Background: an optimization exercise with open tools, aiming at small area and a short achievable clock period. Do not read the settings as production practice. Function was checked by simulation only, so behaviour that the tests miss may differ from the original. Power is estimated from default activity; no workload was simulated.

==> design.v <==
module xmux (
	input [35:0]in,
	input [5:0]sel,
	output out
);
wire [7:0]dec;
dec8 u_dec ( .s(sel[2:0]), .y(dec) );
wire [4:0]g;
grp7 u_g0 ( .d(in[6:0]), .e(dec[7:1]), .y(g[0]) );
grp8 u_g1 ( .d(in[14:7]), .e(dec), .y(g[1]) );
grp8 u_g2 ( .d(in[22:15]), .e(dec), .y(g[2]) );
grp8 u_g3 ( .d(in[30:23]), .e(dec), .y(g[3]) );
grp5 u_g4 ( .d(in[35:31]), .e(dec[4:0]), .s(sel[2:0]), .y(g[4]) );
wire [4:0]e;
dec5 u_dec2 ( .s(sel[5:3]), .y(e) );
wire [2:0]t;
aoi222 u_t0 ( .a0(g[0]), .b0(e[0]), .a1(g[1]), .b1(e[1]), .a2(g[2]), .b2(e[2]), .y(t[0]) );
aoi22 u_t1 ( .a0(g[3]), .b0(e[3]), .a1(g[4]), .b1(e[4]), .y(t[1]) );
oai21 u_t2 ( .a0(sel[4]), .a1(sel[3]), .b(sel[5]), .y(t[2]) );
nand3 u_o ( .a(t[0]), .b(t[1]), .c(t[2]), .y(out) );
endmodule
module dec8 (
	input [2:0]s,
	output [7:0]y
);
wire [2:0]n;
inv u_n0 ( .a(s[0]), .y(n[0]) );
inv u_n1 ( .a(s[1]), .y(n[1]) );
inv u_n2 ( .a(s[2]), .y(n[2]) );
nor3 u_y0 ( .a(s[2]), .b(s[1]), .c(s[0]), .y(y[0]) );
nor3 u_y1 ( .a(s[2]), .b(s[1]), .c(n[0]), .y(y[1]) );
nor3 u_y2 ( .a(s[2]), .b(n[1]), .c(s[0]), .y(y[2]) );
nor3 u_y3 ( .a(s[2]), .b(n[1]), .c(n[0]), .y(y[3]) );
nor3 u_y4 ( .a(n[2]), .b(s[1]), .c(s[0]), .y(y[4]) );
nor3 u_y5 ( .a(n[2]), .b(s[1]), .c(n[0]), .y(y[5]) );
nor3 u_y6 ( .a(n[2]), .b(n[1]), .c(s[0]), .y(y[6]) );
nor3 u_y7 ( .a(n[2]), .b(n[1]), .c(n[0]), .y(y[7]) );
endmodule
module dec5 (
	input [2:0]s,
	output [4:0]y
);
wire [2:0]n;
inv u_n0 ( .a(s[0]), .y(n[0]) );
inv u_n1 ( .a(s[1]), .y(n[1]) );
inv u_n2 ( .a(s[2]), .y(n[2]) );
nor3 u_y0 ( .a(s[2]), .b(s[1]), .c(s[0]), .y(y[0]) );
nor3 u_y1 ( .a(s[2]), .b(s[1]), .c(n[0]), .y(y[1]) );
nor3 u_y2 ( .a(s[2]), .b(n[1]), .c(s[0]), .y(y[2]) );
nor3 u_y3 ( .a(s[2]), .b(n[1]), .c(n[0]), .y(y[3]) );
nor3 u_y4 ( .a(n[2]), .b(s[1]), .c(s[0]), .y(y[4]) );
endmodule
module grp8 (
	input [7:0]d,
	input [7:0]e,
	output y
);
wire [2:0]t;
aoi222 u_t0 ( .a0(d[0]), .b0(e[0]), .a1(d[1]), .b1(e[1]), .a2(d[2]), .b2(e[2]), .y(t[0]) );
aoi222 u_t1 ( .a0(d[3]), .b0(e[3]), .a1(d[4]), .b1(e[4]), .a2(d[5]), .b2(e[5]), .y(t[1]) );
aoi22 u_t2 ( .a0(d[6]), .b0(e[6]), .a1(d[7]), .b1(e[7]), .y(t[2]) );
nand3 u_y ( .a(t[0]), .b(t[1]), .c(t[2]), .y(y) );
endmodule
module grp7 (
	input [6:0]d,
	input [6:0]e,
	output y
);
wire [2:0]t;
aoi222 u_t0 ( .a0(d[0]), .b0(e[0]), .a1(d[1]), .b1(e[1]), .a2(d[2]), .b2(e[2]), .y(t[0]) );
aoi222 u_t1 ( .a0(d[3]), .b0(e[3]), .a1(d[4]), .b1(e[4]), .a2(d[5]), .b2(e[5]), .y(t[1]) );
nand2 u_t2 ( .a(d[6]), .b(e[6]), .y(t[2]) );
nand3 u_y ( .a(t[0]), .b(t[1]), .c(t[2]), .y(y) );
endmodule
module grp5 (
	input [4:0]d,
	input [4:0]e,
	input [2:0]s,
	output y
);
wire [2:0]t;
aoi222 u_t0 ( .a0(d[0]), .b0(e[0]), .a1(d[1]), .b1(e[1]), .a2(d[2]), .b2(e[2]), .y(t[0]) );
aoi22 u_t1 ( .a0(d[3]), .b0(e[3]), .a1(d[4]), .b1(e[4]), .y(t[1]) );
oai21 u_t2 ( .a0(s[1]), .a1(s[0]), .b(s[2]), .y(t[2]) );
nand3 u_y ( .a(t[0]), .b(t[1]), .c(t[2]), .y(y) );
endmodule
module inv ( input a, output y );
assign y = ~a;
endmodule
module nand2 ( input a, input b, output y );
assign y = ~(a & b);
endmodule
module nand3 ( input a, input b, input c, output y );
assign y = ~(a & b & c);
endmodule
module nor2 ( input a, input b, output y );
assign y = ~(a | b);
endmodule
module nor3 ( input a, input b, input c, output y );
assign y = ~(a | b | c);
endmodule
module or2 ( input a, input b, output y );
assign y = a | b;
endmodule
module or3 ( input a, input b, input c, output y );
assign y = a | b | c;
endmodule
module oai21 ( input a0, input a1, input b, output y );
assign y = ~((a0 | a1) & b);
endmodule
module aoi21 ( input a0, input a1, input b, output y );
assign y = ~((a0 & a1) | b);
endmodule
module aoi22 ( input a0, input b0, input a1, input b1, output y );
assign y = ~((a0 & b0) | (a1 & b1));
endmodule
module aoi222 ( input a0, input b0, input a1, input b1, input a2, input b2, output y );
assign y = ~((a0 & b0) | (a1 & b1) | (a2 & b2));
endmodule
module mux2 ( input [1:0]d, input s, output y );
assign y = s ? d[1] : d[0];
endmodule
module mux4 ( input [3:0]d, input [1:0]s, output y );
assign y = d[s];
endmodule
module fle (
	input [7:0]x,
	input [66:0]c,
	input rst,
	input [1:0]q,
	output [1:0]d,
	output [1:0]out
);
wire in4, in5;
mux2 u_in4 ( .d({x[4], x[2]}), .s(c[64]), .y(in4) );
mux2 u_in5 ( .d({x[5], x[3]}), .s(c[64]), .y(in5) );
wire [3:0]a01, a23, b01, b23;
dec4 u_a01 ( .s(x[1:0]), .y(a01) );
dec4 u_a23 ( .s(x[1:0]), .y(a23) );
dec4 u_b01 ( .s(x[3:2]), .y(b01) );
dec4 u_b23 ( .s({in5, in4}), .y(b23) );
wire [3:0]l;
lut4 u_l0 ( .c(c[15:0]), .a(a01), .b(b01), .y(l[0]) );
lut4 u_l1 ( .c(c[31:16]), .a(a01), .b(b01), .y(l[1]) );
lut4 u_l2 ( .c(c[47:32]), .a(a23), .b(b23), .y(l[2]) );
lut4 u_l3 ( .c(c[63:48]), .a(a23), .b(b23), .y(l[3]) );
wire y7;
andn2 u_y7 ( .a(x[7]), .b(c[64]), .y(y7) );
wire lut0, lut1;
mux4 u_lut0 ( .d(l), .s({y7, x[6]}), .y(lut0) );
mux2 u_lut1 ( .d(l[3:2]), .s(x[7]), .y(lut1) );
or2 u_d0 ( .a(lut0), .b(rst), .y(d[0]) );
or2 u_d1 ( .a(lut1), .b(rst), .y(d[1]) );
wire ny7, nx6, nx7;
inv u_ny7 ( .a(y7), .y(ny7) );
inv u_nx6 ( .a(x[6]), .y(nx6) );
inv u_nx7 ( .a(x[7]), .y(nx7) );
wire [3:0]e0;
nor3 u_e00 ( .a(y7), .b(x[6]), .c(c[65]), .y(e0[0]) );
nor3 u_e01 ( .a(y7), .b(nx6), .c(c[65]), .y(e0[1]) );
nor3 u_e02 ( .a(ny7), .b(x[6]), .c(c[65]), .y(e0[2]) );
nor3 u_e03 ( .a(ny7), .b(nx6), .c(c[65]), .y(e0[3]) );
wire [2:0]t0;
aoi22 u_t00 ( .a0(l[0]), .b0(e0[0]), .a1(l[1]), .b1(e0[1]), .y(t0[0]) );
aoi22 u_t01 ( .a0(l[2]), .b0(e0[2]), .a1(l[3]), .b1(e0[3]), .y(t0[1]) );
aoi21 u_t02 ( .a0(q[0]), .a1(c[65]), .b(rst), .y(t0[2]) );
nand3 u_o0 ( .a(t0[0]), .b(t0[1]), .c(t0[2]), .y(out[0]) );
wire [1:0]e1;
nor2 u_e10 ( .a(x[7]), .b(c[66]), .y(e1[0]) );
nor2 u_e11 ( .a(nx7), .b(c[66]), .y(e1[1]) );
wire [1:0]t1;
aoi22 u_t10 ( .a0(l[2]), .b0(e1[0]), .a1(l[3]), .b1(e1[1]), .y(t1[0]) );
aoi21 u_t11 ( .a0(q[1]), .a1(c[66]), .b(rst), .y(t1[1]) );
nand2 u_o1 ( .a(t1[0]), .b(t1[1]), .y(out[1]) );
endmodule
module dec4 (
	input [1:0]s,
	output [3:0]y
);
wire [1:0]n;
inv u_n0 ( .a(s[0]), .y(n[0]) );
inv u_n1 ( .a(s[1]), .y(n[1]) );
nor2 u_y0 ( .a(s[1]), .b(s[0]), .y(y[0]) );
nor2 u_y1 ( .a(s[1]), .b(n[0]), .y(y[1]) );
nor2 u_y2 ( .a(n[1]), .b(s[0]), .y(y[2]) );
nor2 u_y3 ( .a(n[1]), .b(n[0]), .y(y[3]) );
endmodule
module lut4 (
	input [15:0]c,
	input [3:0]a,
	input [3:0]b,
	output y
);
wire [3:0]t;
sel4 u_t0 ( .d(c[3:0]), .e(a), .y(t[0]) );
sel4 u_t1 ( .d(c[7:4]), .e(a), .y(t[1]) );
sel4 u_t2 ( .d(c[11:8]), .e(a), .y(t[2]) );
sel4 u_t3 ( .d(c[15:12]), .e(a), .y(t[3]) );
sel4 u_y ( .d(t), .e(b), .y(y) );
endmodule
module sel4 (
	input [3:0]d,
	input [3:0]e,
	output y
);
wire [1:0]t;
aoi22 u_t0 ( .a0(d[0]), .b0(e[0]), .a1(d[1]), .b1(e[1]), .y(t[0]) );
aoi22 u_t1 ( .a0(d[2]), .b0(e[2]), .a1(d[3]), .b1(e[3]), .y(t[1]) );
nand2 u_y ( .a(t[0]), .b(t[1]), .y(y) );
endmodule
module andn2 ( input a, input b, output y );
assign y = a & ~b;
endmodule
module clb (
	input [12:0]I1,
	input [12:0]I2,
	input [12:0]I3,
	input [12:0]I4,
	output [19:0]O,
	output [19:0]d,
	input [19:0]q,
	input [1149:0]cfg,
	input config_reset
);
wire [7:0]x0;
wire [7:0]x1;
wire [7:0]x2;
wire [7:0]x3;
wire [7:0]x4;
wire [7:0]x5;
wire [7:0]x6;
wire [7:0]x7;
wire [7:0]x8;
wire [7:0]x9;
xmux xm_0_0 ( .in({I4[0], I4[1], I4[2], I4[3], I4[4], I4[5], I4[6], I4[7], I4[8], I4[9], I4[10], I4[11], I4[12], I3[0], I3[1], I3[2], I3[3], I3[4], I3[5], I3[6], I3[7], I3[8], I3[9], I3[10], I3[11], I3[12], q[0], q[10], q[1], q[11], q[2], q[12], q[3], q[13], q[8], q[18]}), .sel(cfg[5:0]), .out(x0[0]) );
xmux xm_0_1 ( .in({I3[0], I3[1], I3[2], I3[3], I3[4], I3[5], I3[6], I3[7], I3[8], I3[9], I3[10], I3[11], I3[12], I2[0], I2[1], I2[2], I2[3], I2[4], I2[5], I2[6], I2[7], I2[8], I2[9], I2[10], I2[11], I2[12], q[2], q[12], q[3], q[13], q[4], q[14], q[5], q[15], q[9], q[19]}), .sel(cfg[11:6]), .out(x0[1]) );
xmux xm_0_2 ( .in({I2[0], I2[1], I2[2], I2[3], I2[4], I2[5], I2[6], I2[7], I2[8], I2[9], I2[10], I2[11], I2[12], I1[0], I1[1], I1[2], I1[3], I1[4], I1[5], I1[6], I1[7], I1[8], I1[9], I1[10], I1[11], I1[12], q[4], q[14], q[5], q[15], q[6], q[16], q[7], q[17], q[8], q[18]}), .sel(cfg[17:12]), .out(x0[2]) );
xmux xm_0_3 ( .in({I4[0], I4[1], I4[2], I4[3], I4[4], I4[5], I4[6], I4[7], I4[8], I4[9], I4[10], I4[11], I4[12], I2[0], I2[1], I2[2], I2[3], I2[4], I2[5], I2[6], I2[7], I2[8], I2[9], I2[10], I2[11], I2[12], q[0], q[10], q[1], q[11], q[4], q[14], q[5], q[15], q[9], q[19]}), .sel(cfg[23:18]), .out(x0[3]) );
xmux xm_0_4 ( .in({I3[0], I3[1], I3[2], I3[3], I3[4], I3[5], I3[6], I3[7], I3[8], I3[9], I3[10], I3[11], I3[12], I1[0], I1[1], I1[2], I1[3], I1[4], I1[5], I1[6], I1[7], I1[8], I1[9], I1[10], I1[11], I1[12], q[2], q[12], q[3], q[13], q[6], q[16], q[7], q[17], q[8], q[18]}), .sel(cfg[29:24]), .out(x0[4]) );
xmux xm_0_5 ( .in({I4[0], I4[1], I4[2], I4[3], I4[4], I4[5], I4[6], I4[7], I4[8], I4[9], I4[10], I4[11], I4[12], I1[0], I1[1], I1[2], I1[3], I1[4], I1[5], I1[6], I1[7], I1[8], I1[9], I1[10], I1[11], I1[12], q[0], q[10], q[1], q[11], q[6], q[16], q[7], q[17], q[9], q[19]}), .sel(cfg[35:30]), .out(x0[5]) );
xmux xm_0_6 ( .in({I4[0], I4[1], I4[2], I4[3], I4[4], I4[5], I4[6], I4[7], I4[8], I4[9], I4[10], I4[11], I4[12], I3[0], I3[1], I3[2], I3[3], I3[4], I3[5], I3[6], I3[7], I3[8], I3[9], I3[10], I3[11], I3[12], q[0], q[10], q[1], q[11], q[2], q[12], q[3], q[13], q[8], q[18]}), .sel(cfg[41:36]), .out(x0[6]) );
xmux xm_0_7 ( .in({I3[0], I3[1], I3[2], I3[3], I3[4], I3[5], I3[6], I3[7], I3[8], I3[9], I3[10], I3[11], I3[12], I2[0], I2[1], I2[2], I2[3], I2[4], I2[5], I2[6], I2[7], I2[8], I2[9], I2[10], I2[11], I2[12], q[2], q[12], q[3], q[13], q[4], q[14], q[5], q[15], q[9], q[19]}), .sel(cfg[47:42]), .out(x0[7]) );
fle fle_0 ( .x(x0), .c(cfg[114:48]), .rst(config_reset), .q({q[10], q[0]}), .d({d[10], d[0]}), .out({O[10], O[0]}) );
xmux xm_1_0 ( .in({I4[0], I4[1], I4[2], I4[3], I4[4], I4[5], I4[6], I4[7], I4[8], I4[9], I4[10], I4[11], I4[12], I3[0], I3[1], I3[2], I3[3], I3[4], I3[5], I3[6], I3[7], I3[8], I3[9], I3[10], I3[11], I3[12], q[0], q[10], q[1], q[11], q[2], q[12], q[3], q[13], q[8], q[18]}), .sel(cfg[120:115]), .out(x1[0]) );
xmux xm_1_1 ( .in({I3[0], I3[1], I3[2], I3[3], I3[4], I3[5], I3[6], I3[7], I3[8], I3[9], I3[10], I3[11], I3[12], I2[0], I2[1], I2[2], I2[3], I2[4], I2[5], I2[6], I2[7], I2[8], I2[9], I2[10], I2[11], I2[12], q[2], q[12], q[3], q[13], q[4], q[14], q[5], q[15], q[9], q[19]}), .sel(cfg[126:121]), .out(x1[1]) );
xmux xm_1_2 ( .in({I2[0], I2[1], I2[2], I2[3], I2[4], I2[5], I2[6], I2[7], I2[8], I2[9], I2[10], I2[11], I2[12], I1[0], I1[1], I1[2], I1[3], I1[4], I1[5], I1[6], I1[7], I1[8], I1[9], I1[10], I1[11], I1[12], q[4], q[14], q[5], q[15], q[6], q[16], q[7], q[17], q[8], q[18]}), .sel(cfg[132:127]), .out(x1[2]) );
xmux xm_1_3 ( .in({I4[0], I4[1], I4[2], I4[3], I4[4], I4[5], I4[6], I4[7], I4[8], I4[9], I4[10], I4[11], I4[12], I2[0], I2[1], I2[2], I2[3], I2[4], I2[5], I2[6], I2[7], I2[8], I2[9], I2[10], I2[11], I2[12], q[0], q[10], q[1], q[11], q[4], q[14], q[5], q[15], q[9], q[19]}), .sel(cfg[138:133]), .out(x1[3]) );
xmux xm_1_4 ( .in({I3[0], I3[1], I3[2], I3[3], I3[4], I3[5], I3[6], I3[7], I3[8], I3[9], I3[10], I3[11], I3[12], I1[0], I1[1], I1[2], I1[3], I1[4], I1[5], I1[6], I1[7], I1[8], I1[9], I1[10], I1[11], I1[12], q[2], q[12], q[3], q[13], q[6], q[16], q[7], q[17], q[8], q[18]}), .sel(cfg[144:139]), .out(x1[4]) );
xmux xm_1_5 ( .in({I4[0], I4[1], I4[2], I4[3], I4[4], I4[5], I4[6], I4[7], I4[8], I4[9], I4[10], I4[11], I4[12], I1[0], I1[1], I1[2], I1[3], I1[4], I1[5], I1[6], I1[7], I1[8], I1[9], I1[10], I1[11], I1[12], q[0], q[10], q[1], q[11], q[6], q[16], q[7], q[17], q[9], q[19]}), .sel(cfg[150:145]), .out(x1[5]) );
xmux xm_1_6 ( .in({I4[0], I4[1], I4[2], I4[3], I4[4], I4[5], I4[6], I4[7], I4[8], I4[9], I4[10], I4[11], I4[12], I3[0], I3[1], I3[2], I3[3], I3[4], I3[5], I3[6], I3[7], I3[8], I3[9], I3[10], I3[11], I3[12], q[0], q[10], q[1], q[11], q[2], q[12], q[3], q[13], q[8], q[18]}), .sel(cfg[156:151]), .out(x1[6]) );
xmux xm_1_7 ( .in({I3[0], I3[1], I3[2], I3[3], I3[4], I3[5], I3[6], I3[7], I3[8], I3[9], I3[10], I3[11], I3[12], I2[0], I2[1], I2[2], I2[3], I2[4], I2[5], I2[6], I2[7], I2[8], I2[9], I2[10], I2[11], I2[12], q[2], q[12], q[3], q[13], q[4], q[14], q[5], q[15], q[9], q[19]}), .sel(cfg[162:157]), .out(x1[7]) );
fle fle_1 ( .x(x1), .c(cfg[229:163]), .rst(config_reset), .q({q[11], q[1]}), .d({d[11], d[1]}), .out({O[11], O[1]}) );
xmux xm_2_0 ( .in({I4[0], I4[1], I4[2], I4[3], I4[4], I4[5], I4[6], I4[7], I4[8], I4[9], I4[10], I4[11], I4[12], I3[0], I3[1], I3[2], I3[3], I3[4], I3[5], I3[6], I3[7], I3[8], I3[9], I3[10], I3[11], I3[12], q[0], q[10], q[1], q[11], q[2], q[12], q[3], q[13], q[8], q[18]}), .sel(cfg[235:230]), .out(x2[0]) );
xmux xm_2_1 ( .in({I3[0], I3[1], I3[2], I3[3], I3[4], I3[5], I3[6], I3[7], I3[8], I3[9], I3[10], I3[11], I3[12], I2[0], I2[1], I2[2], I2[3], I2[4], I2[5], I2[6], I2[7], I2[8], I2[9], I2[10], I2[11], I2[12], q[2], q[12], q[3], q[13], q[4], q[14], q[5], q[15], q[9], q[19]}), .sel(cfg[241:236]), .out(x2[1]) );
xmux xm_2_2 ( .in({I2[0], I2[1], I2[2], I2[3], I2[4], I2[5], I2[6], I2[7], I2[8], I2[9], I2[10], I2[11], I2[12], I1[0], I1[1], I1[2], I1[3], I1[4], I1[5], I1[6], I1[7], I1[8], I1[9], I1[10], I1[11], I1[12], q[4], q[14], q[5], q[15], q[6], q[16], q[7], q[17], q[8], q[18]}), .sel(cfg[247:242]), .out(x2[2]) );
xmux xm_2_3 ( .in({I4[0], I4[1], I4[2], I4[3], I4[4], I4[5], I4[6], I4[7], I4[8], I4[9], I4[10], I4[11], I4[12], I2[0], I2[1], I2[2], I2[3], I2[4], I2[5], I2[6], I2[7], I2[8], I2[9], I2[10], I2[11], I2[12], q[0], q[10], q[1], q[11], q[4], q[14], q[5], q[15], q[9], q[19]}), .sel(cfg[253:248]), .out(x2[3]) );
xmux xm_2_4 ( .in({I3[0], I3[1], I3[2], I3[3], I3[4], I3[5], I3[6], I3[7], I3[8], I3[9], I3[10], I3[11], I3[12], I1[0], I1[1], I1[2], I1[3], I1[4], I1[5], I1[6], I1[7], I1[8], I1[9], I1[10], I1[11], I1[12], q[2], q[12], q[3], q[13], q[6], q[16], q[7], q[17], q[8], q[18]}), .sel(cfg[259:254]), .out(x2[4]) );
xmux xm_2_5 ( .in({I4[0], I4[1], I4[2], I4[3], I4[4], I4[5], I4[6], I4[7], I4[8], I4[9], I4[10], I4[11], I4[12], I1[0], I1[1], I1[2], I1[3], I1[4], I1[5], I1[6], I1[7], I1[8], I1[9], I1[10], I1[11], I1[12], q[0], q[10], q[1], q[11], q[6], q[16], q[7], q[17], q[9], q[19]}), .sel(cfg[265:260]), .out(x2[5]) );
xmux xm_2_6 ( .in({I4[0], I4[1], I4[2], I4[3], I4[4], I4[5], I4[6], I4[7], I4[8], I4[9], I4[10], I4[11], I4[12], I3[0], I3[1], I3[2], I3[3], I3[4], I3[5], I3[6], I3[7], I3[8], I3[9], I3[10], I3[11], I3[12], q[0], q[10], q[1], q[11], q[2], q[12], q[3], q[13], q[8], q[18]}), .sel(cfg[271:266]), .out(x2[6]) );
xmux xm_2_7 ( .in({I3[0], I3[1], I3[2], I3[3], I3[4], I3[5], I3[6], I3[7], I3[8], I3[9], I3[10], I3[11], I3[12], I2[0], I2[1], I2[2], I2[3], I2[4], I2[5], I2[6], I2[7], I2[8], I2[9], I2[10], I2[11], I2[12], q[2], q[12], q[3], q[13], q[4], q[14], q[5], q[15], q[9], q[19]}), .sel(cfg[277:272]), .out(x2[7]) );
fle fle_2 ( .x(x2), .c(cfg[344:278]), .rst(config_reset), .q({q[12], q[2]}), .d({d[12], d[2]}), .out({O[12], O[2]}) );
xmux xm_3_0 ( .in({I4[0], I4[1], I4[2], I4[3], I4[4], I4[5], I4[6], I4[7], I4[8], I4[9], I4[10], I4[11], I4[12], I3[0], I3[1], I3[2], I3[3], I3[4], I3[5], I3[6], I3[7], I3[8], I3[9], I3[10], I3[11], I3[12], q[0], q[10], q[1], q[11], q[2], q[12], q[3], q[13], q[8], q[18]}), .sel(cfg[350:345]), .out(x3[0]) );
xmux xm_3_1 ( .in({I3[0], I3[1], I3[2], I3[3], I3[4], I3[5], I3[6], I3[7], I3[8], I3[9], I3[10], I3[11], I3[12], I2[0], I2[1], I2[2], I2[3], I2[4], I2[5], I2[6], I2[7], I2[8], I2[9], I2[10], I2[11], I2[12], q[2], q[12], q[3], q[13], q[4], q[14], q[5], q[15], q[9], q[19]}), .sel(cfg[356:351]), .out(x3[1]) );
xmux xm_3_2 ( .in({I2[0], I2[1], I2[2], I2[3], I2[4], I2[5], I2[6], I2[7], I2[8], I2[9], I2[10], I2[11], I2[12], I1[0], I1[1], I1[2], I1[3], I1[4], I1[5], I1[6], I1[7], I1[8], I1[9], I1[10], I1[11], I1[12], q[4], q[14], q[5], q[15], q[6], q[16], q[7], q[17], q[8], q[18]}), .sel(cfg[362:357]), .out(x3[2]) );
xmux xm_3_3 ( .in({I4[0], I4[1], I4[2], I4[3], I4[4], I4[5], I4[6], I4[7], I4[8], I4[9], I4[10], I4[11], I4[12], I2[0], I2[1], I2[2], I2[3], I2[4], I2[5], I2[6], I2[7], I2[8], I2[9], I2[10], I2[11], I2[12], q[0], q[10], q[1], q[11], q[4], q[14], q[5], q[15], q[9], q[19]}), .sel(cfg[368:363]), .out(x3[3]) );
xmux xm_3_4 ( .in({I3[0], I3[1], I3[2], I3[3], I3[4], I3[5], I3[6], I3[7], I3[8], I3[9], I3[10], I3[11], I3[12], I1[0], I1[1], I1[2], I1[3], I1[4], I1[5], I1[6], I1[7], I1[8], I1[9], I1[10], I1[11], I1[12], q[2], q[12], q[3], q[13], q[6], q[16], q[7], q[17], q[8], q[18]}), .sel(cfg[374:369]), .out(x3[4]) );
xmux xm_3_5 ( .in({I4[0], I4[1], I4[2], I4[3], I4[4], I4[5], I4[6], I4[7], I4[8], I4[9], I4[10], I4[11], I4[12], I1[0], I1[1], I1[2], I1[3], I1[4], I1[5], I1[6], I1[7], I1[8], I1[9], I1[10], I1[11], I1[12], q[0], q[10], q[1], q[11], q[6], q[16], q[7], q[17], q[9], q[19]}), .sel(cfg[380:375]), .out(x3[5]) );
xmux xm_3_6 ( .in({I4[0], I4[1], I4[2], I4[3], I4[4], I4[5], I4[6], I4[7], I4[8], I4[9], I4[10], I4[11], I4[12], I3[0], I3[1], I3[2], I3[3], I3[4], I3[5], I3[6], I3[7], I3[8], I3[9], I3[10], I3[11], I3[12], q[0], q[10], q[1], q[11], q[2], q[12], q[3], q[13], q[8], q[18]}), .sel(cfg[386:381]), .out(x3[6]) );
xmux xm_3_7 ( .in({I3[0], I3[1], I3[2], I3[3], I3[4], I3[5], I3[6], I3[7], I3[8], I3[9], I3[10], I3[11], I3[12], I2[0], I2[1], I2[2], I2[3], I2[4], I2[5], I2[6], I2[7], I2[8], I2[9], I2[10], I2[11], I2[12], q[2], q[12], q[3], q[13], q[4], q[14], q[5], q[15], q[9], q[19]}), .sel(cfg[392:387]), .out(x3[7]) );
fle fle_3 ( .x(x3), .c(cfg[459:393]), .rst(config_reset), .q({q[13], q[3]}), .d({d[13], d[3]}), .out({O[13], O[3]}) );
xmux xm_4_0 ( .in({I4[0], I4[1], I4[2], I4[3], I4[4], I4[5], I4[6], I4[7], I4[8], I4[9], I4[10], I4[11], I4[12], I3[0], I3[1], I3[2], I3[3], I3[4], I3[5], I3[6], I3[7], I3[8], I3[9], I3[10], I3[11], I3[12], q[0], q[10], q[1], q[11], q[2], q[12], q[3], q[13], q[8], q[18]}), .sel(cfg[465:460]), .out(x4[0]) );
xmux xm_4_1 ( .in({I3[0], I3[1], I3[2], I3[3], I3[4], I3[5], I3[6], I3[7], I3[8], I3[9], I3[10], I3[11], I3[12], I2[0], I2[1], I2[2], I2[3], I2[4], I2[5], I2[6], I2[7], I2[8], I2[9], I2[10], I2[11], I2[12], q[2], q[12], q[3], q[13], q[4], q[14], q[5], q[15], q[9], q[19]}), .sel(cfg[471:466]), .out(x4[1]) );
xmux xm_4_2 ( .in({I2[0], I2[1], I2[2], I2[3], I2[4], I2[5], I2[6], I2[7], I2[8], I2[9], I2[10], I2[11], I2[12], I1[0], I1[1], I1[2], I1[3], I1[4], I1[5], I1[6], I1[7], I1[8], I1[9], I1[10], I1[11], I1[12], q[4], q[14], q[5], q[15], q[6], q[16], q[7], q[17], q[8], q[18]}), .sel(cfg[477:472]), .out(x4[2]) );
xmux xm_4_3 ( .in({I4[0], I4[1], I4[2], I4[3], I4[4], I4[5], I4[6], I4[7], I4[8], I4[9], I4[10], I4[11], I4[12], I2[0], I2[1], I2[2], I2[3], I2[4], I2[5], I2[6], I2[7], I2[8], I2[9], I2[10], I2[11], I2[12], q[0], q[10], q[1], q[11], q[4], q[14], q[5], q[15], q[9], q[19]}), .sel(cfg[483:478]), .out(x4[3]) );
xmux xm_4_4 ( .in({I3[0], I3[1], I3[2], I3[3], I3[4], I3[5], I3[6], I3[7], I3[8], I3[9], I3[10], I3[11], I3[12], I1[0], I1[1], I1[2], I1[3], I1[4], I1[5], I1[6], I1[7], I1[8], I1[9], I1[10], I1[11], I1[12], q[2], q[12], q[3], q[13], q[6], q[16], q[7], q[17], q[8], q[18]}), .sel(cfg[489:484]), .out(x4[4]) );
xmux xm_4_5 ( .in({I4[0], I4[1], I4[2], I4[3], I4[4], I4[5], I4[6], I4[7], I4[8], I4[9], I4[10], I4[11], I4[12], I1[0], I1[1], I1[2], I1[3], I1[4], I1[5], I1[6], I1[7], I1[8], I1[9], I1[10], I1[11], I1[12], q[0], q[10], q[1], q[11], q[6], q[16], q[7], q[17], q[9], q[19]}), .sel(cfg[495:490]), .out(x4[5]) );
xmux xm_4_6 ( .in({I4[0], I4[1], I4[2], I4[3], I4[4], I4[5], I4[6], I4[7], I4[8], I4[9], I4[10], I4[11], I4[12], I3[0], I3[1], I3[2], I3[3], I3[4], I3[5], I3[6], I3[7], I3[8], I3[9], I3[10], I3[11], I3[12], q[0], q[10], q[1], q[11], q[2], q[12], q[3], q[13], q[8], q[18]}), .sel(cfg[501:496]), .out(x4[6]) );
xmux xm_4_7 ( .in({I3[0], I3[1], I3[2], I3[3], I3[4], I3[5], I3[6], I3[7], I3[8], I3[9], I3[10], I3[11], I3[12], I2[0], I2[1], I2[2], I2[3], I2[4], I2[5], I2[6], I2[7], I2[8], I2[9], I2[10], I2[11], I2[12], q[2], q[12], q[3], q[13], q[4], q[14], q[5], q[15], q[9], q[19]}), .sel(cfg[507:502]), .out(x4[7]) );
fle fle_4 ( .x(x4), .c(cfg[574:508]), .rst(config_reset), .q({q[14], q[4]}), .d({d[14], d[4]}), .out({O[14], O[4]}) );
xmux xm_5_0 ( .in({I4[0], I4[1], I4[2], I4[3], I4[4], I4[5], I4[6], I4[7], I4[8], I4[9], I4[10], I4[11], I4[12], I3[0], I3[1], I3[2], I3[3], I3[4], I3[5], I3[6], I3[7], I3[8], I3[9], I3[10], I3[11], I3[12], q[0], q[10], q[1], q[11], q[2], q[12], q[3], q[13], q[8], q[18]}), .sel(cfg[580:575]), .out(x5[0]) );
xmux xm_5_1 ( .in({I3[0], I3[1], I3[2], I3[3], I3[4], I3[5], I3[6], I3[7], I3[8], I3[9], I3[10], I3[11], I3[12], I2[0], I2[1], I2[2], I2[3], I2[4], I2[5], I2[6], I2[7], I2[8], I2[9], I2[10], I2[11], I2[12], q[2], q[12], q[3], q[13], q[4], q[14], q[5], q[15], q[9], q[19]}), .sel(cfg[586:581]), .out(x5[1]) );
xmux xm_5_2 ( .in({I2[0], I2[1], I2[2], I2[3], I2[4], I2[5], I2[6], I2[7], I2[8], I2[9], I2[10], I2[11], I2[12], I1[0], I1[1], I1[2], I1[3], I1[4], I1[5], I1[6], I1[7], I1[8], I1[9], I1[10], I1[11], I1[12], q[4], q[14], q[5], q[15], q[6], q[16], q[7], q[17], q[8], q[18]}), .sel(cfg[592:587]), .out(x5[2]) );
xmux xm_5_3 ( .in({I4[0], I4[1], I4[2], I4[3], I4[4], I4[5], I4[6], I4[7], I4[8], I4[9], I4[10], I4[11], I4[12], I2[0], I2[1], I2[2], I2[3], I2[4], I2[5], I2[6], I2[7], I2[8], I2[9], I2[10], I2[11], I2[12], q[0], q[10], q[1], q[11], q[4], q[14], q[5], q[15], q[9], q[19]}), .sel(cfg[598:593]), .out(x5[3]) );
xmux xm_5_4 ( .in({I3[0], I3[1], I3[2], I3[3], I3[4], I3[5], I3[6], I3[7], I3[8], I3[9], I3[10], I3[11], I3[12], I1[0], I1[1], I1[2], I1[3], I1[4], I1[5], I1[6], I1[7], I1[8], I1[9], I1[10], I1[11], I1[12], q[2], q[12], q[3], q[13], q[6], q[16], q[7], q[17], q[8], q[18]}), .sel(cfg[604:599]), .out(x5[4]) );
xmux xm_5_5 ( .in({I4[0], I4[1], I4[2], I4[3], I4[4], I4[5], I4[6], I4[7], I4[8], I4[9], I4[10], I4[11], I4[12], I1[0], I1[1], I1[2], I1[3], I1[4], I1[5], I1[6], I1[7], I1[8], I1[9], I1[10], I1[11], I1[12], q[0], q[10], q[1], q[11], q[6], q[16], q[7], q[17], q[9], q[19]}), .sel(cfg[610:605]), .out(x5[5]) );
xmux xm_5_6 ( .in({I4[0], I4[1], I4[2], I4[3], I4[4], I4[5], I4[6], I4[7], I4[8], I4[9], I4[10], I4[11], I4[12], I3[0], I3[1], I3[2], I3[3], I3[4], I3[5], I3[6], I3[7], I3[8], I3[9], I3[10], I3[11], I3[12], q[0], q[10], q[1], q[11], q[2], q[12], q[3], q[13], q[8], q[18]}), .sel(cfg[616:611]), .out(x5[6]) );
xmux xm_5_7 ( .in({I3[0], I3[1], I3[2], I3[3], I3[4], I3[5], I3[6], I3[7], I3[8], I3[9], I3[10], I3[11], I3[12], I2[0], I2[1], I2[2], I2[3], I2[4], I2[5], I2[6], I2[7], I2[8], I2[9], I2[10], I2[11], I2[12], q[2], q[12], q[3], q[13], q[4], q[14], q[5], q[15], q[9], q[19]}), .sel(cfg[622:617]), .out(x5[7]) );
fle fle_5 ( .x(x5), .c(cfg[689:623]), .rst(config_reset), .q({q[15], q[5]}), .d({d[15], d[5]}), .out({O[15], O[5]}) );
xmux xm_6_0 ( .in({I4[0], I4[1], I4[2], I4[3], I4[4], I4[5], I4[6], I4[7], I4[8], I4[9], I4[10], I4[11], I4[12], I3[0], I3[1], I3[2], I3[3], I3[4], I3[5], I3[6], I3[7], I3[8], I3[9], I3[10], I3[11], I3[12], q[0], q[10], q[1], q[11], q[2], q[12], q[3], q[13], q[8], q[18]}), .sel(cfg[695:690]), .out(x6[0]) );
xmux xm_6_1 ( .in({I3[0], I3[1], I3[2], I3[3], I3[4], I3[5], I3[6], I3[7], I3[8], I3[9], I3[10], I3[11], I3[12], I2[0], I2[1], I2[2], I2[3], I2[4], I2[5], I2[6], I2[7], I2[8], I2[9], I2[10], I2[11], I2[12], q[2], q[12], q[3], q[13], q[4], q[14], q[5], q[15], q[9], q[19]}), .sel(cfg[701:696]), .out(x6[1]) );
xmux xm_6_2 ( .in({I2[0], I2[1], I2[2], I2[3], I2[4], I2[5], I2[6], I2[7], I2[8], I2[9], I2[10], I2[11], I2[12], I1[0], I1[1], I1[2], I1[3], I1[4], I1[5], I1[6], I1[7], I1[8], I1[9], I1[10], I1[11], I1[12], q[4], q[14], q[5], q[15], q[6], q[16], q[7], q[17], q[8], q[18]}), .sel(cfg[707:702]), .out(x6[2]) );
xmux xm_6_3 ( .in({I4[0], I4[1], I4[2], I4[3], I4[4], I4[5], I4[6], I4[7], I4[8], I4[9], I4[10], I4[11], I4[12], I2[0], I2[1], I2[2], I2[3], I2[4], I2[5], I2[6], I2[7], I2[8], I2[9], I2[10], I2[11], I2[12], q[0], q[10], q[1], q[11], q[4], q[14], q[5], q[15], q[9], q[19]}), .sel(cfg[713:708]), .out(x6[3]) );
xmux xm_6_4 ( .in({I3[0], I3[1], I3[2], I3[3], I3[4], I3[5], I3[6], I3[7], I3[8], I3[9], I3[10], I3[11], I3[12], I1[0], I1[1], I1[2], I1[3], I1[4], I1[5], I1[6], I1[7], I1[8], I1[9], I1[10], I1[11], I1[12], q[2], q[12], q[3], q[13], q[6], q[16], q[7], q[17], q[8], q[18]}), .sel(cfg[719:714]), .out(x6[4]) );
xmux xm_6_5 ( .in({I4[0], I4[1], I4[2], I4[3], I4[4], I4[5], I4[6], I4[7], I4[8], I4[9], I4[10], I4[11], I4[12], I1[0], I1[1], I1[2], I1[3], I1[4], I1[5], I1[6], I1[7], I1[8], I1[9], I1[10], I1[11], I1[12], q[0], q[10], q[1], q[11], q[6], q[16], q[7], q[17], q[9], q[19]}), .sel(cfg[725:720]), .out(x6[5]) );
xmux xm_6_6 ( .in({I4[0], I4[1], I4[2], I4[3], I4[4], I4[5], I4[6], I4[7], I4[8], I4[9], I4[10], I4[11], I4[12], I3[0], I3[1], I3[2], I3[3], I3[4], I3[5], I3[6], I3[7], I3[8], I3[9], I3[10], I3[11], I3[12], q[0], q[10], q[1], q[11], q[2], q[12], q[3], q[13], q[8], q[18]}), .sel(cfg[731:726]), .out(x6[6]) );
xmux xm_6_7 ( .in({I3[0], I3[1], I3[2], I3[3], I3[4], I3[5], I3[6], I3[7], I3[8], I3[9], I3[10], I3[11], I3[12], I2[0], I2[1], I2[2], I2[3], I2[4], I2[5], I2[6], I2[7], I2[8], I2[9], I2[10], I2[11], I2[12], q[2], q[12], q[3], q[13], q[4], q[14], q[5], q[15], q[9], q[19]}), .sel(cfg[737:732]), .out(x6[7]) );
fle fle_6 ( .x(x6), .c(cfg[804:738]), .rst(config_reset), .q({q[16], q[6]}), .d({d[16], d[6]}), .out({O[16], O[6]}) );
xmux xm_7_0 ( .in({I4[0], I4[1], I4[2], I4[3], I4[4], I4[5], I4[6], I4[7], I4[8], I4[9], I4[10], I4[11], I4[12], I3[0], I3[1], I3[2], I3[3], I3[4], I3[5], I3[6], I3[7], I3[8], I3[9], I3[10], I3[11], I3[12], q[0], q[10], q[1], q[11], q[2], q[12], q[3], q[13], q[8], q[18]}), .sel(cfg[810:805]), .out(x7[0]) );
xmux xm_7_1 ( .in({I3[0], I3[1], I3[2], I3[3], I3[4], I3[5], I3[6], I3[7], I3[8], I3[9], I3[10], I3[11], I3[12], I2[0], I2[1], I2[2], I2[3], I2[4], I2[5], I2[6], I2[7], I2[8], I2[9], I2[10], I2[11], I2[12], q[2], q[12], q[3], q[13], q[4], q[14], q[5], q[15], q[9], q[19]}), .sel(cfg[816:811]), .out(x7[1]) );
xmux xm_7_2 ( .in({I2[0], I2[1], I2[2], I2[3], I2[4], I2[5], I2[6], I2[7], I2[8], I2[9], I2[10], I2[11], I2[12], I1[0], I1[1], I1[2], I1[3], I1[4], I1[5], I1[6], I1[7], I1[8], I1[9], I1[10], I1[11], I1[12], q[4], q[14], q[5], q[15], q[6], q[16], q[7], q[17], q[8], q[18]}), .sel(cfg[822:817]), .out(x7[2]) );
xmux xm_7_3 ( .in({I4[0], I4[1], I4[2], I4[3], I4[4], I4[5], I4[6], I4[7], I4[8], I4[9], I4[10], I4[11], I4[12], I2[0], I2[1], I2[2], I2[3], I2[4], I2[5], I2[6], I2[7], I2[8], I2[9], I2[10], I2[11], I2[12], q[0], q[10], q[1], q[11], q[4], q[14], q[5], q[15], q[9], q[19]}), .sel(cfg[828:823]), .out(x7[3]) );
xmux xm_7_4 ( .in({I3[0], I3[1], I3[2], I3[3], I3[4], I3[5], I3[6], I3[7], I3[8], I3[9], I3[10], I3[11], I3[12], I1[0], I1[1], I1[2], I1[3], I1[4], I1[5], I1[6], I1[7], I1[8], I1[9], I1[10], I1[11], I1[12], q[2], q[12], q[3], q[13], q[6], q[16], q[7], q[17], q[8], q[18]}), .sel(cfg[834:829]), .out(x7[4]) );
xmux xm_7_5 ( .in({I4[0], I4[1], I4[2], I4[3], I4[4], I4[5], I4[6], I4[7], I4[8], I4[9], I4[10], I4[11], I4[12], I1[0], I1[1], I1[2], I1[3], I1[4], I1[5], I1[6], I1[7], I1[8], I1[9], I1[10], I1[11], I1[12], q[0], q[10], q[1], q[11], q[6], q[16], q[7], q[17], q[9], q[19]}), .sel(cfg[840:835]), .out(x7[5]) );
xmux xm_7_6 ( .in({I4[0], I4[1], I4[2], I4[3], I4[4], I4[5], I4[6], I4[7], I4[8], I4[9], I4[10], I4[11], I4[12], I3[0], I3[1], I3[2], I3[3], I3[4], I3[5], I3[6], I3[7], I3[8], I3[9], I3[10], I3[11], I3[12], q[0], q[10], q[1], q[11], q[2], q[12], q[3], q[13], q[8], q[18]}), .sel(cfg[846:841]), .out(x7[6]) );
xmux xm_7_7 ( .in({I3[0], I3[1], I3[2], I3[3], I3[4], I3[5], I3[6], I3[7], I3[8], I3[9], I3[10], I3[11], I3[12], I2[0], I2[1], I2[2], I2[3], I2[4], I2[5], I2[6], I2[7], I2[8], I2[9], I2[10], I2[11], I2[12], q[2], q[12], q[3], q[13], q[4], q[14], q[5], q[15], q[9], q[19]}), .sel(cfg[852:847]), .out(x7[7]) );
fle fle_7 ( .x(x7), .c(cfg[919:853]), .rst(config_reset), .q({q[17], q[7]}), .d({d[17], d[7]}), .out({O[17], O[7]}) );
xmux xm_8_0 ( .in({I4[0], I4[1], I4[2], I4[3], I4[4], I4[5], I4[6], I4[7], I4[8], I4[9], I4[10], I4[11], I4[12], I3[0], I3[1], I3[2], I3[3], I3[4], I3[5], I3[6], I3[7], I3[8], I3[9], I3[10], I3[11], I3[12], q[0], q[10], q[1], q[11], q[2], q[12], q[3], q[13], q[8], q[18]}), .sel(cfg[925:920]), .out(x8[0]) );
xmux xm_8_1 ( .in({I3[0], I3[1], I3[2], I3[3], I3[4], I3[5], I3[6], I3[7], I3[8], I3[9], I3[10], I3[11], I3[12], I2[0], I2[1], I2[2], I2[3], I2[4], I2[5], I2[6], I2[7], I2[8], I2[9], I2[10], I2[11], I2[12], q[2], q[12], q[3], q[13], q[4], q[14], q[5], q[15], q[9], q[19]}), .sel(cfg[931:926]), .out(x8[1]) );
xmux xm_8_2 ( .in({I2[0], I2[1], I2[2], I2[3], I2[4], I2[5], I2[6], I2[7], I2[8], I2[9], I2[10], I2[11], I2[12], I1[0], I1[1], I1[2], I1[3], I1[4], I1[5], I1[6], I1[7], I1[8], I1[9], I1[10], I1[11], I1[12], q[4], q[14], q[5], q[15], q[6], q[16], q[7], q[17], q[8], q[18]}), .sel(cfg[937:932]), .out(x8[2]) );
xmux xm_8_3 ( .in({I4[0], I4[1], I4[2], I4[3], I4[4], I4[5], I4[6], I4[7], I4[8], I4[9], I4[10], I4[11], I4[12], I2[0], I2[1], I2[2], I2[3], I2[4], I2[5], I2[6], I2[7], I2[8], I2[9], I2[10], I2[11], I2[12], q[0], q[10], q[1], q[11], q[4], q[14], q[5], q[15], q[9], q[19]}), .sel(cfg[943:938]), .out(x8[3]) );
xmux xm_8_4 ( .in({I3[0], I3[1], I3[2], I3[3], I3[4], I3[5], I3[6], I3[7], I3[8], I3[9], I3[10], I3[11], I3[12], I1[0], I1[1], I1[2], I1[3], I1[4], I1[5], I1[6], I1[7], I1[8], I1[9], I1[10], I1[11], I1[12], q[2], q[12], q[3], q[13], q[6], q[16], q[7], q[17], q[8], q[18]}), .sel(cfg[949:944]), .out(x8[4]) );
xmux xm_8_5 ( .in({I4[0], I4[1], I4[2], I4[3], I4[4], I4[5], I4[6], I4[7], I4[8], I4[9], I4[10], I4[11], I4[12], I1[0], I1[1], I1[2], I1[3], I1[4], I1[5], I1[6], I1[7], I1[8], I1[9], I1[10], I1[11], I1[12], q[0], q[10], q[1], q[11], q[6], q[16], q[7], q[17], q[9], q[19]}), .sel(cfg[955:950]), .out(x8[5]) );
xmux xm_8_6 ( .in({I4[0], I4[1], I4[2], I4[3], I4[4], I4[5], I4[6], I4[7], I4[8], I4[9], I4[10], I4[11], I4[12], I3[0], I3[1], I3[2], I3[3], I3[4], I3[5], I3[6], I3[7], I3[8], I3[9], I3[10], I3[11], I3[12], q[0], q[10], q[1], q[11], q[2], q[12], q[3], q[13], q[8], q[18]}), .sel(cfg[961:956]), .out(x8[6]) );
xmux xm_8_7 ( .in({I3[0], I3[1], I3[2], I3[3], I3[4], I3[5], I3[6], I3[7], I3[8], I3[9], I3[10], I3[11], I3[12], I2[0], I2[1], I2[2], I2[3], I2[4], I2[5], I2[6], I2[7], I2[8], I2[9], I2[10], I2[11], I2[12], q[2], q[12], q[3], q[13], q[4], q[14], q[5], q[15], q[9], q[19]}), .sel(cfg[967:962]), .out(x8[7]) );
fle fle_8 ( .x(x8), .c(cfg[1034:968]), .rst(config_reset), .q({q[18], q[8]}), .d({d[18], d[8]}), .out({O[18], O[8]}) );
xmux xm_9_0 ( .in({I4[0], I4[1], I4[2], I4[3], I4[4], I4[5], I4[6], I4[7], I4[8], I4[9], I4[10], I4[11], I4[12], I3[0], I3[1], I3[2], I3[3], I3[4], I3[5], I3[6], I3[7], I3[8], I3[9], I3[10], I3[11], I3[12], q[0], q[10], q[1], q[11], q[2], q[12], q[3], q[13], q[8], q[18]}), .sel(cfg[1040:1035]), .out(x9[0]) );
xmux xm_9_1 ( .in({I3[0], I3[1], I3[2], I3[3], I3[4], I3[5], I3[6], I3[7], I3[8], I3[9], I3[10], I3[11], I3[12], I2[0], I2[1], I2[2], I2[3], I2[4], I2[5], I2[6], I2[7], I2[8], I2[9], I2[10], I2[11], I2[12], q[2], q[12], q[3], q[13], q[4], q[14], q[5], q[15], q[9], q[19]}), .sel(cfg[1046:1041]), .out(x9[1]) );
xmux xm_9_2 ( .in({I2[0], I2[1], I2[2], I2[3], I2[4], I2[5], I2[6], I2[7], I2[8], I2[9], I2[10], I2[11], I2[12], I1[0], I1[1], I1[2], I1[3], I1[4], I1[5], I1[6], I1[7], I1[8], I1[9], I1[10], I1[11], I1[12], q[4], q[14], q[5], q[15], q[6], q[16], q[7], q[17], q[8], q[18]}), .sel(cfg[1052:1047]), .out(x9[2]) );
xmux xm_9_3 ( .in({I4[0], I4[1], I4[2], I4[3], I4[4], I4[5], I4[6], I4[7], I4[8], I4[9], I4[10], I4[11], I4[12], I2[0], I2[1], I2[2], I2[3], I2[4], I2[5], I2[6], I2[7], I2[8], I2[9], I2[10], I2[11], I2[12], q[0], q[10], q[1], q[11], q[4], q[14], q[5], q[15], q[9], q[19]}), .sel(cfg[1058:1053]), .out(x9[3]) );
xmux xm_9_4 ( .in({I3[0], I3[1], I3[2], I3[3], I3[4], I3[5], I3[6], I3[7], I3[8], I3[9], I3[10], I3[11], I3[12], I1[0], I1[1], I1[2], I1[3], I1[4], I1[5], I1[6], I1[7], I1[8], I1[9], I1[10], I1[11], I1[12], q[2], q[12], q[3], q[13], q[6], q[16], q[7], q[17], q[8], q[18]}), .sel(cfg[1064:1059]), .out(x9[4]) );
xmux xm_9_5 ( .in({I4[0], I4[1], I4[2], I4[3], I4[4], I4[5], I4[6], I4[7], I4[8], I4[9], I4[10], I4[11], I4[12], I1[0], I1[1], I1[2], I1[3], I1[4], I1[5], I1[6], I1[7], I1[8], I1[9], I1[10], I1[11], I1[12], q[0], q[10], q[1], q[11], q[6], q[16], q[7], q[17], q[9], q[19]}), .sel(cfg[1070:1065]), .out(x9[5]) );
xmux xm_9_6 ( .in({I4[0], I4[1], I4[2], I4[3], I4[4], I4[5], I4[6], I4[7], I4[8], I4[9], I4[10], I4[11], I4[12], I3[0], I3[1], I3[2], I3[3], I3[4], I3[5], I3[6], I3[7], I3[8], I3[9], I3[10], I3[11], I3[12], q[0], q[10], q[1], q[11], q[2], q[12], q[3], q[13], q[8], q[18]}), .sel(cfg[1076:1071]), .out(x9[6]) );
xmux xm_9_7 ( .in({I3[0], I3[1], I3[2], I3[3], I3[4], I3[5], I3[6], I3[7], I3[8], I3[9], I3[10], I3[11], I3[12], I2[0], I2[1], I2[2], I2[3], I2[4], I2[5], I2[6], I2[7], I2[8], I2[9], I2[10], I2[11], I2[12], q[2], q[12], q[3], q[13], q[4], q[14], q[5], q[15], q[9], q[19]}), .sel(cfg[1082:1077]), .out(x9[7]) );
fle fle_9 ( .x(x9), .c(cfg[1149:1083]), .rst(config_reset), .q({q[19], q[9]}), .d({d[19], d[9]}), .out({O[19], O[9]}) );
endmodule
module clb_tile (
	input clk,
	input config_in,
	input config_en,
	input config_reset,
	input [12:0]I1,
	input [12:0]I2,
	input [12:0]I3,
	input [12:0]I4,
	output [19:0]O
);
reg [1149:0]cfg;
reg [19:0]q;
wire [19:0]d;
always @ (posedge clk) begin
	if (config_en) begin
		cfg <= {cfg[1148:0], config_in};
	end
end
always @ (posedge clk) begin
	q <= d;
end
clb clb_0 ( .I1(I1), .I2(I2), .I3(I3), .I4(I4), .O(O), .d(d), .q(q), .cfg(cfg), .config_reset(config_reset) );
endmodule
==> flow/run.sh <==
#!/bin/bash
# Own layout flow: the standard flow, with
#  - one step added between synthesis and floorplan that swaps every
#    combinational cell to the smallest cell of its family (the repair steps
#    later size up what timing needs), and
#  - the port buffers made buf_4 cells instead of the default pick.
# Each tool's output goes to a log file of its own in this folder.
set -euo pipefail
bash standard.sh synth > synth.log 2>&1
DS_DB=orfs/results/${FLOW_PLATFORM}/clb_tile/base/1_synth.odb openroad -no_init -exit flow/downsize.tcl > downsize.log 2>&1
bash standard.sh "BUFFER_PORTS_ARGS=-buffer_cell sky130_fd_sc_hd__buf_4" finish > finish.log 2>&1
==> flow/downsize.tcl <==
# Swap every combinational cell of the synthesized netlist to the smallest
# cell of its family (same function and pins); among equally small ones the
# strongest. Registers, and cells the platform marks don't-use, are kept.
# The later repair steps size up whatever timing, slew or load needs.
set db_file $::env(DS_DB)
read_db $db_file
set db [ord::get_db]
set block [ord::get_db_block]
set best [dict create]
foreach lib [$db getLibs] {
  foreach m [$lib getMasters] {
    set n [$m getName]
    if { ![regexp {^sky130_fd_sc_hd__(.+)_(\d+)$} $n -> fam drive] } { continue }
    if { [regexp {^(df|edf|sdf|sedf|dl|sdl|lpflow|probe|tap|fill|decap|diode|conb|clkdly|dly)} $fam] } { continue }
    set w [$m getWidth]
    if { ![dict exists $best $fam] } {
      dict set best $fam [list $w $drive $m]
    } else {
      lassign [dict get $best $fam] bw bd bm
      if { $w < $bw || ($w == $bw && $drive > $bd) } {
        dict set best $fam [list $w $drive $m]
      }
    }
  }
}
set swapped 0
foreach inst [$block getInsts] {
  set n [[$inst getMaster] getName]
  if { ![regexp {^sky130_fd_sc_hd__(.+)_(\d+)$} $n -> fam drive] } { continue }
  if { ![dict exists $best $fam] } { continue }
  set m [lindex [dict get $best $fam] 2]
  if { [$m getName] ne $n } {
    if { [$inst swapMaster $m] } { incr swapped }
  }
}
puts "downsize: swapped $swapped instances"
write_db $db_file
==> standard.sh <==
#!/bin/bash
# synth_recipe.tcl (not shown) runs the flow's synth.tcl, then flattens the netlist and writes it again
# the make line also repeats each setting of config.mk as NAME=value (left out here)
make -C /OpenROAD-flow-scripts/flow DESIGN_CONFIG=/design/flow/config.mk WORK_HOME=/design/flow/orfs CLKGATE_MAP_FILE= SYNTH_SCRIPT=/design/flow/synth_recipe.tcl "${@:-finish}"
==> config.mk <==
export PLATFORM = sky130hd
export DESIGN_NAME = clb_tile
export DESIGN_NICKNAME = clb_tile
export VERILOG_FILES = /design/flow/design.v
export SDC_FILE = /design/flow/constraint.sdc
export NUM_CORES = 4
export LEC_CHECK = 0
export CAP_MARGIN = 20
export CELL_PAD_IN_SITES_DETAIL_PLACEMENT = 1
export CELL_PAD_IN_SITES_GLOBAL_PLACEMENT = 1
export CORE_MARGIN = 2
export CORE_UTILIZATION = 35
export CTS_CLUSTER_DIAMETER = 80
export CTS_CLUSTER_SIZE = 20
export PLACE_DENSITY = 0.5
export SETUP_SLACK_MARGIN = 3.0
export SLEW_MARGIN = 20
export SYNTH_HIERARCHICAL = 1
export SYNTH_MINIMUM_KEEP_SIZE = 0
==> constraint.sdc <==
create_clock -name core_clock -period 10.0 [get_ports {clk}]
set_input_delay 2.0000 -clock core_clock [delete_from_list [all_inputs] [get_ports {clk}]]
set_output_delay 2.0000 -clock core_clock [all_outputs]
set_load 0.01 [all_outputs]
==> results.sh <==
export IMPL_vias=60408
export IMPL_min_period_ns=6.97
export IMPL_critical_path_max_stage_delay_ns=0.41
export IMPL_crit_cells=15
export IMPL_ctsHtreeMaxLevel=3
export IMPL_path_max_fanout=10
export IMPL_required_ns=8.00
export IMPL_crit_path_end_kind="output pin"
export IMPL_cp_num_buf_inv=5
export IMPL_use_met1=0.422
export IMPL_use_met3=0.0768
export IMPL_clk_pin_slew_ns=0.08
export IMPL_synth_area_mm2=0.0627
export IMPL_drt_iter0_drc=11901
export IMPL_rsz0062_at_grt="no"
export IMPL_status="timing/DRC/antenna clean"
export IMPL_cts_hold_buf=0
export IMPL_skew_ns=0.0318
export IMPL_grt_ovfl_total=0
export IMPL_place_area_mm2=0.0670
export IMPL_drt_pre_antenna_iters=14
export IMPL_grt_max_degree=167
export IMPL_crit_slowest_cell="a222oi_1"
export IMPL_setup_tns_ns=0
export IMPL_crit_type="primary input to output pin"
export IMPL_syn_instance_count=5680
export IMPL_finalCritPeriodShare=0.697
export IMPL_p_per_area_mw_per_mm2=184
export IMPL_dieArea_mm2=0.182
export IMPL_ir_worst_vdd_mv=0.144
export IMPL_totalWireLength_mm=300
export IMPL_clock_latency_ns=0.79
export IMPL_drcViolationCount=0
export IMPL_core_area_mm2=0.178
export IMPL_finish_utilization=0.420
export IMPL_clock_sinks=1170
export IMPL_syn_avg_cell_area_um2=11.0
export IMPL_drive_above_1_share=0.230
export IMPL_design_area_mm2=0.0749
export IMPL_clockBufferDepth=3
export IMPL_multiInputGateArea_mm2=0.0268
export IMPL_setup_viol=0
export IMPL_slew_violations=0
export IMPL_drv_cap=0
export IMPL_startpoint_type="primary input"
export IMPL_initial_core_util=0.352
export IMPL_ys_warn_count=7
export IMPL_wl_per_cell_um=35.1
export IMPL_fp_dieH_um=427
export IMPL_mostFrequentLayoutCells="edfxtp_1 (1150), nor3_1 (1080), a222oi_1 (800)"
export IMPL_rows=155
export IMPL_crit_family="compound AO/OA/AOI/OAI gates"
export IMPL_area_growth_pct=19.5
export IMPL_portBuffers=75
export IMPL_nets=6161
export IMPL_slew_headroom=0.128
export IMPL_grt_busiest_layer="met2"
export IMPL_grt_pass1_wl_mm=414
export IMPL_finalHoldViolations=0
export IMPL_gp_congestion=0.863
export IMPL_root_buffer="clkbuf_16"
export IMPL_seq_area_mm2=0.0350
export IMPL_ios=76
export IMPL_critical_path_cell_chain="buf_16 -> clkbuf_16 -> buf_4 -> a222oi_1 -> nand3_1 -> a222oi_1 -> nand3_2 -> mux2_2 -> inv_2 -> nor2_1 -> a22oi_1 -> nand2_1 -> a22oi_1 -> nand3_1 -> buf_4"
export IMPL_antenna_found_initial=16
export IMPL_final_common_cell="edfxtp_1"
export IMPL_r2r_worst_path_cells=16
export IMPL_viasPerCell=7.07
export IMPL_ant_nets=0
export IMPL_cts_tree="yes"
export IMPL_worstHoldPathCells=0
export IMPL_grt_pass1_vias=57537
export IMPL_die_w_um=427
export IMPL_fmax_mhz=144
export IMPL_grt_usage=0.307
export IMPL_grtUsageMet2=0.455
export IMPL_cts_inserted_buffers=99
export IMPL_tightest_slew_ns=1.31
export IMPL_dp_hpwl_mm=169
export IMPL_p_leak_nw=25.6
export IMPL_hold_class="register to register"
export IMPL_crit_arrival_ns=4.97
export IMPL_syn_nets=5736
export IMPL_nFillCells=19045
[worst paths after layout]
path,from,end,slack [ns]
worst max register to register,q[1],q[6],5.67
worst min-delay path,cfg[394],cfg[395],0.44
worst min register to register,cfg[394],cfg[395],0.44
worst max-delay path,I2[7],O[7],3.03
[sequential cells by signal, summed over array words and instances (netlist names)]
signal  cells
cfg      1150
q          20
[timing repair]
action	in CTS	in global routing
pin swaps	42	165
resized for setup	227	315
setup endpoints to repair	20	20
cloned	10	24
buffers inserted	40	81
[area by class of cell]
cell class	count	area share
Multi-Input combinational cell	3920	0.358
Clock buffer	108	0.0347
Sequential cell	1170	0.467
Inverter	590	0.0297
Antenna cell	5	0.000167
Clock inverter	77	0.0144
Timing Repair Buffer	324	0.0569
Tap cell	2355	0.0394
[stage by stage]
step / power (W) / hold slack (ns) / cells / worst slack, ns
after floorplan: 0.00742 / 0.427 / 5680 / 4.06
after global placement: 0.00891 / 0.429 / 8204 / 2.39
after detailed placement: 0.00894 / 0.435 / 8204 / 2.38
after CTS: 0.0135 / 0.448 / 8439 / 2.97
after global routing: 0.0142 / 0.459 / 8544 / 2.98
final: 0.0138 / 0.444 / 8549 / 3.03
[power by group]
group,switching [W],internal [W]
sequential,0.000514,0.00573
clock,0.00223,0.00224
combinational,0.00212,0.000967
total,0.00485,0.00893
[metal layers]
metal  up-vias  share of wire
li1      25506              -
met1     29996           0.40
met2      3907           0.42
met3       991           0.12
met4         8          0.059
met5         -        0.00018

==> separate check: timing with driven ports <==
Ports are ideal in the flow. The routed layout listed here was re-timed in OpenROAD. Step 1 sets driving cells, clkbuf_16 on the clock port and buf_2 on the other inputs (assumed; they add their load-dependent delay and slew). Step 2, shift: input delay + t, output delay - t, t = (earliest + latest rising clock arrival at the registers) / 2. This alone moves slack from input paths to output paths. Slacks: ideal ports / drivers / drivers and shift; pairs: ideal ports / drivers.
t (ns): 0.865
setup slack, ns: 3.033 / 2.845 / 2.845
worst setup path after step 2: input to output
worst data-port slew with drivers (ns): 0.40
pins driven straight from the clock port: 1
After both steps this run still meets setup and hold. For this run, drivers alone change the setup slack by -0.188 ns; drivers and shift together by -0.188 ns.
